Source: an optimization exercise on an open RTL-to-GDS flow (aim: small area and a short achievable clock period). Production flows keep margins and buffers that such runs may drop.
For this run, only the layout was checked, not whether the RTL still works.
Power and IR drop assume default switching activity.

`flow/flow/run.sh`:
```
#!/bin/bash
# The standard ORFS layout (standard.sh: standard synthesis, floorplan,
# placement, CTS, routing), with three changes to how the layout is made:
# - repair_timing aims for setup slack beyond the clock's own (SETUP_SLACK_MARGIN),
#   so the layout is optimised for a shorter achieved period;
# - port buffers are a plain buf_2 instead of the resizer's default pick;
# - CTS: clkbuf_16 root, clkbuf_8 leaf buffers, no dummy loads, clusters of at most
#   20 sinks within 60 um.
# The clock period and constraints (constraint.sdc) are the standard flow's, unchanged.
# make's full output goes to make_standard.log; each ORFS step logs to orfs/logs.
set -euo pipefail
export SETUP_SLACK_MARGIN=9.0
export BUFFER_PORTS_ARGS="-buffer_cell sky130_fd_sc_hd__buf_2"
export CTS_ARGS="-sink_clustering_enable -repair_clock_nets -dont_use_dummy_load -root_buf sky130_fd_sc_hd__clkbuf_16 -buf_list sky130_fd_sc_hd__clkbuf_8 -sink_clustering_size 20 -sink_clustering_max_diameter 60"
bash standard.sh > make_standard.log 2>&1
```
`flow/standard.sh`:
```
#!/bin/bash
# synth_recipe.tcl (not shown) runs the flow's synth.tcl, then flattens the netlist and writes it again
# the make line also repeats each setting of config.mk as NAME=value (left out here)
make -C /OpenROAD-flow-scripts/flow DESIGN_CONFIG=/design/flow/config.mk WORK_HOME=/design/flow/orfs CLKGATE_MAP_FILE= SYNTH_SCRIPT=/design/flow/synth_recipe.tcl "${@:-finish}"
```
`flow/config.mk`:
```
export PLATFORM = sky130hd
export DESIGN_NAME = top_module
export DESIGN_NICKNAME = top_module
export VERILOG_FILES = /design/flow/design.v
export SDC_FILE = /design/flow/constraint.sdc
export NUM_CORES = 4
export LEC_CHECK = 0
export CAP_MARGIN = 20
export CORE_MARGIN = 2
export CORE_UTILIZATION = 45
export SLEW_MARGIN = 20
```
`flow/constraint.sdc`:
```
create_clock -name core_clock -period 12.5 [get_ports {clk}]
set_input_delay 2.5000 -clock core_clock [delete_from_list [all_inputs] [get_ports {clk}]]
set_output_delay 2.5000 -clock core_clock [all_outputs]
set_load 0.01 [all_outputs]
```
`flow/design.v`:
```
module top_module (
    input wire clk,
    input wire reset,
    input wire signed [15:0] x_in,
    input wire signed [15:0] d_in,
    output wire signed [15:0] y_out
);
    reg [15:0] d0;                  
    reg [15:0] dl [1:15];           
    reg        p1, n1;              
    reg        p16, n16;            
    reg [15:0] rz;
    reg [15:1] rp, rn;
    reg [4:1]  cz, cp, cn;          
    reg [15:0] y;
    reg        ep, en;              
    reg        kp, kn;              
    reg [3:0]  cnt;                 
    reg        v15;                 
    integer i;
    wire [15:0] d15 = v15 ? dl[15] : 16'd0;
    wire        p15 = (|d15) & ~d15[15];
    wire        n15 = d15[15];
    function [1:0] eclass(input [15:0] a, input [15:0] b);
        reg [15:0] lt, eq;
        integer k, st;
        begin
            lt = ~a & b;
            eq = ~(a ^ b);
            lt[15] = 1'b0;
            eq[15] = 1'b1;
            for (st = 1; st < 16; st = st * 2)
                for (k = 2 * st - 1; k < 16; k = k + 2 * st) begin
                    lt[k] = lt[k] | (eq[k] & lt[k-st]);
                    eq[k] = eq[k] & eq[k-st];
                end
            eclass = {a[15] ^ b[15] ^ lt[15], |(a ^ b)};
        end
    endfunction
    function [4:0] rip(input [3:0] a, input [3:0] b, input ci, input integer n);
        reg [4:0] c;
        integer k;
        begin
            c = 5'd0;
            c[0] = ci;
            for (k = 0; k < n; k = k + 1)
                c[k+1] = (a[k] & b[k]) | (a[k] & c[k]) | (b[k] & c[k]);
            rip = {c[n], (a ^ b ^ c[3:0])};
        end
    endfunction
    function [19:0] acc(input [15:0] r, input [4:1] rc, input [15:0] x,
                        input s);
        reg [15:0] a;
        reg [4:0]  b0, b1, b2, b3, b4;
        begin
            a = x ^ {16{s}};
            b0 = rip({1'b0, r[2:0]}, {1'b0, a[2:0]}, s, 3);
            b1 = rip({1'b0, r[5:3]}, {1'b0, a[5:3]}, rc[1], 3);
            b2 = rip({1'b0, r[8:6]}, {1'b0, a[8:6]}, rc[2], 3);
            b3 = rip({1'b0, r[11:9]}, {1'b0, a[11:9]}, rc[3], 3);
            b4 = rip(r[15:12], a[15:12], rc[4], 4);
            acc = {b3[4], b2[4], b1[4], b0[4],
                   b4[3:0], b3[2:0], b2[2:0], b1[2:0], b0[2:0]};
        end
    endfunction
    wire [15:0] rpf = {rp, rz[0]};
    wire [15:0] rnf = {rn, rz[0]};
    wire [19:0] vp  = acc(rpf, cp, d0, ~p1);
    wire [19:0] vn  = acc(rnf, cn, d0, ~n1);
    wire [19:0] vz  = acc(rz, cz, d0, 1'b1);
    wire [19:0] rpn = acc(vp[15:0], vp[19:16], d15, p16);
    wire [19:0] rnn = acc(vn[15:0], vn[19:16], d15, n16);
    wire [19:0] rzn = acc(vz[15:0], vz[19:16], d15, 1'b0);
    wire [19:0] vk = kp ? vp : (kn ? vn : vz);
    wire [15:0] yn = vk[15:0] + {3'd0, vk[19], 2'd0, vk[18], 2'd0, vk[17], 2'd0, vk[16], 3'd0};
    wire [1:0]  ec   = eclass(d_in, y);
    wire        eneg = ec[1];                         
    wire        enz  = ec[0];                         
    always @(posedge clk or posedge reset) begin
        if (reset) begin
            d0  <= 16'd0;
            p1  <= 1'b0;
            n1  <= 1'b0;
            p16 <= 1'b0;
            n16 <= 1'b0;
            rz  <= 16'd0;
            rp  <= 15'd0;
            rn  <= 15'd0;
            cz  <= 4'd0;
            cp  <= 4'd0;
            cn  <= 4'd0;
            y   <= 16'd0;
            ep  <= 1'b0;
            en  <= 1'b0;
            kp  <= 1'b0;
            kn  <= 1'b0;
            cnt <= 4'd0;
            v15 <= 1'b0;
        end else begin
            d0  <= x_in;
            p1  <= (|d0) & ~d0[15];
            n1  <= d0[15];
            p16 <= p15;
            n16 <= n15;
            rz  <= rzn[15:0];
            rp  <= rpn[15:1];
            rn  <= rnn[15:1];
            cz  <= rzn[19:16];
            cp  <= rpn[19:16];
            cn  <= rnn[19:16];
            y   <= yn;
            ep  <= enz & ~eneg;
            en  <= eneg;
            kp  <= ep;
            kn  <= en;
            if (!v15) cnt <= cnt + 4'd1;
            if (cnt == 4'd14) v15 <= 1'b1;
        end
    end
    always @(posedge clk) begin
        dl[1] <= d0;
        for (i = 2; i < 16; i = i + 1)
            dl[i] <= dl[i-1];
    end
    assign y_out = y;
endmodule
```
==> run summary <==
max-slew violation count 0; I/O pin count 50; Detailed Routing Iterations Pass 1 4; CP Buf/Inv Count 1; total wire length around 19 mm; Pleak about 6 nW; cell count after placement 1234; die height about 170 µm; Post-Syn Area per Cell 13.7 µm²; Period minus WS final 3.56 ns; Initial Util 45.5%; CP Launch Type register; clock latency on the worst-skew pair 0.51 ns; largest net degree at the start of global routing 66; DRT iter0 DRCs 194; count of final setup violators 0; Finished Layout Cells 1276; Hold Path Class reg2reg; global route total overflow 0; run status timing/DRC/antenna clean; Post-Route Setup TNS 0 ns; # DRC 0; Worst VDD drop ~0.12 mV; Tot Pwr 3.51 mW; Synth area leaders dfxtp_1, dfrtp_1, fa_1; count leader, synth dfxtp_1; CP max stage delay around 0.41 ns; delay-heaviest family, CP flip-flops; ant diodes 0; WL/cell 14.7 µm; Total GRT Usage between 10% and 20%; synth unique cells 51; fin nets approximately 1.1k; htree depth 1; Async SR Flop Fraction 30.0%; CP Cell Sequence buf_2; Longest Clk Path Bufs 3; Die W 166 µm; Rows 59; number of flops mapped to enable cells by yosys 0; hold_buf cts 0; Root Buffer clkbuf_16; worst relative slew slack between 30% and 40%; area added between synthesis and finish 11.7%; WS Path Type reg2out; HPWL Detailed 13.4 mm; Fin. Hold Viols 0; WHS 0.266 ns; Worst Path Max Fanout 2; Crit. End Element output port; Yosys top cell area share 40.9%; fmax 0.281 GHz; detailed-route vias per instance roughly 4.5; post-route ant nets 0; Post-Syn Area 0.0117 mm²; layout cells sized above 1 15.4%; CTS Buf Count 25; number of I/O port buffers 49; TritonCTS clock tree built; CTS Sinks 343; Ys Warns 2; Crit-path slowest cell dfrtp_1; RSZ-0062 raised after global routing true; die area 0.0274 mm²; worst endpoint required time 10.00 ns; period utilisation layout approximately 28%; worst clock skew 0.0606 ns; Worst-path clk slew ~0.11 ns; Tightest Pin Transition 0.918 ns; via count around 5.7k; initial antenna violation count 1; first-pass GRT wire length 30.6 mm; core area about 0.026 mm²; Critical Path AT 1.06 ns; area leader, netlist dfxtp_1; Synth Register Bits 343; FILL cells 2287; most frequent cells after synthesis dfxtp_1, inv_1, dfrtp_1, fa_1, xnor2_1; ys flop type dfxtp_1; Pwr per Cell Area 268 mW/mm²; Cells after Synth ~860; Routability Congestion 0.768; max cap viols 0; Mapped Nets 1000; vias in the first global route 5898; register area share after synthesis about 63%
-- where the power goes --
part | total, mW | leakage [nW] | internal (mW) | switching, mW
sequential | 1.38 | 3.20 | 1.31 | 0.0741
clock | 0.510 | 0.195 | 0.202 | 0.308
combinational | 1.62 | 2.58 | 0.743 | 0.876
-- sequential cells by signal, indices dropped and copies added (netlist names) --
| register | cells |
|---|---|
| cn | 4 |
| cnt | 4 |
| cp | 4 |
| cz | 4 |
| d0 | 16 |
| dl | 240 |
| en | 1 |
| ep | 1 |
| kn | 1 |
| kp | 1 |
| n1 | 1 |
| n16 | 1 |
| p1 | 1 |
| p16 | 1 |
| rn | 15 |
| rp | 15 |
| rz | 16 |
| v15 | 1 |
| y | 16 |
-- final timing paths --
kind,slack [ns],startpoint,to,depth (start not counted)
max,8.94,y[15],y_out[15],1
min reg2reg,0.27,dl[13][7],dl[14][7],0
max reg2reg,9.04,n1,y[14],13
max in group asynchronous,9.39,reset,d0[6],3
min in group asynchronous,2.10,reset,d0[1],2
min,0.27,dl[13][7],dl[14][7],0
-- kinds of logic (layout without fill, tap and decap cells) --
group | after synthesis | count (layout) | share of synthesized area, %
flops | 343 | 343 | 62.9
buf+inv | 161 | 244 | 5.24
fa+ha+maj | 108 | 108 | 16.6
xor+xnor | 90 | 90 | 6.71
simple gates | 75 | 75 | 3.08
compound gates | 59 | 59 | 3.43
mux | 22 | 22 | 2.07
-- cells in the final DEF, fill, tap and decap left out, types with 4 or more instances in the layout --
cell / instances
clkbuf_8: 22
fa_1: 69
xor2_1: 28
buf_4: 22
fa_2: 11
a21o_1: 4
buf_6: 6
ha_1: 22
inv_2: 4
o21ai_0: 15
inv_1: 138
nand2_1: 35
o21a_1: 5
nor2_1: 12
mux2i_1: 16
dfrtp_2: 6
nor3_1: 4
nand2b_1: 7
xnor2_1: 59
a21oi_1: 10
buf_2: 44
dfrtp_1: 97
ha_4: 6
dfxtp_1: 240
-- worst reg2reg max path, delay by kind of cell, from the launching register on --
| kind | cells | cell delay (ns) |
|---|---|---|
| AO/OA/AOI/OAI | 4 | 0.56 |
| XOR/XNOR | 1 | 0.17 |
| adder cells (fa/ha/maj) | 4 | 1.29 |
| buffers and inverters | 2 | 0.22 |
| flip-flops | 1 | 0.44 |
| multiplexers | 1 | 0.16 |
| AND/OR/NAND/NOR | 1 | 0.52 |
-- metal layers --
layer	GRT usage [%]	wire length, µm	up-vias
li1	-	-	2776
met1	21.6	9410	2795
met2	22.7	8150	101
met3	2.30	848	25
met4	3.64	356	0
met5	0	0	-
-- stage by stage --
stage | setup WS (ns) | utilization (%) | area (µm²)
after floorplan | 8.77 | - | 11800
after global placement | 8.34 | 48.3 | 12500
after detailed placement | 8.32 | 48.3 | 12500
after CTS | 8.91 | 50.4 | 13000
after global routing | 8.89 | 50.8 | 13100
final | 8.94 | 50.8 | 13100
-- area by class of cell --
type | instances | area, µm² | share of cell area (%)
multi-input cells | 354 | 3890 | 29.7
clock buffers | 25 | 378 | 2.88
well taps | 335 | 419 | 3.20
repair buffers | 73 | 473 | 3.61
inverters | 145 | 558 | 4.25
flip-flops and latches | 343 | 7390 | 56.3
repair inverters | 1 | 5.00 | 0.0382
-- timing repair --
action / in CTS / in global routing
pin swaps: 4 / 4
gates resized for setup: 17 / 20
buffers inserted: 13 / 3
endpoints found under the setup margin: 93 / 49
cloned: 0 / 1

static timing again, ports no longer ideal:
Ports are ideal in the flow. The routed layout listed here was re-timed in OpenROAD. Step 1, drivers: a clkbuf_16 drives clk and a buf_2 each remaining input, both assumed. Step 2 also shifts input and output timing later by t, the mid clock arrival at the registers, as if the neighbouring blocks saw the same clock. a / b / c = ideal / step 1 / step 2; a / b = the first two.
t, ns: 0.526
slack for setup (ns): 8.943 / 8.895 / 8.477
hold WS [ns]: 0.266 / 0.266 / 0.266
worst setup path at the end: input to register
worst slew at a driven data input, ns: 0.03
After both steps this run still meets setup and hold. For this run, drivers alone change the setup slack by -0.048 ns; drivers and shift together by -0.466 ns.
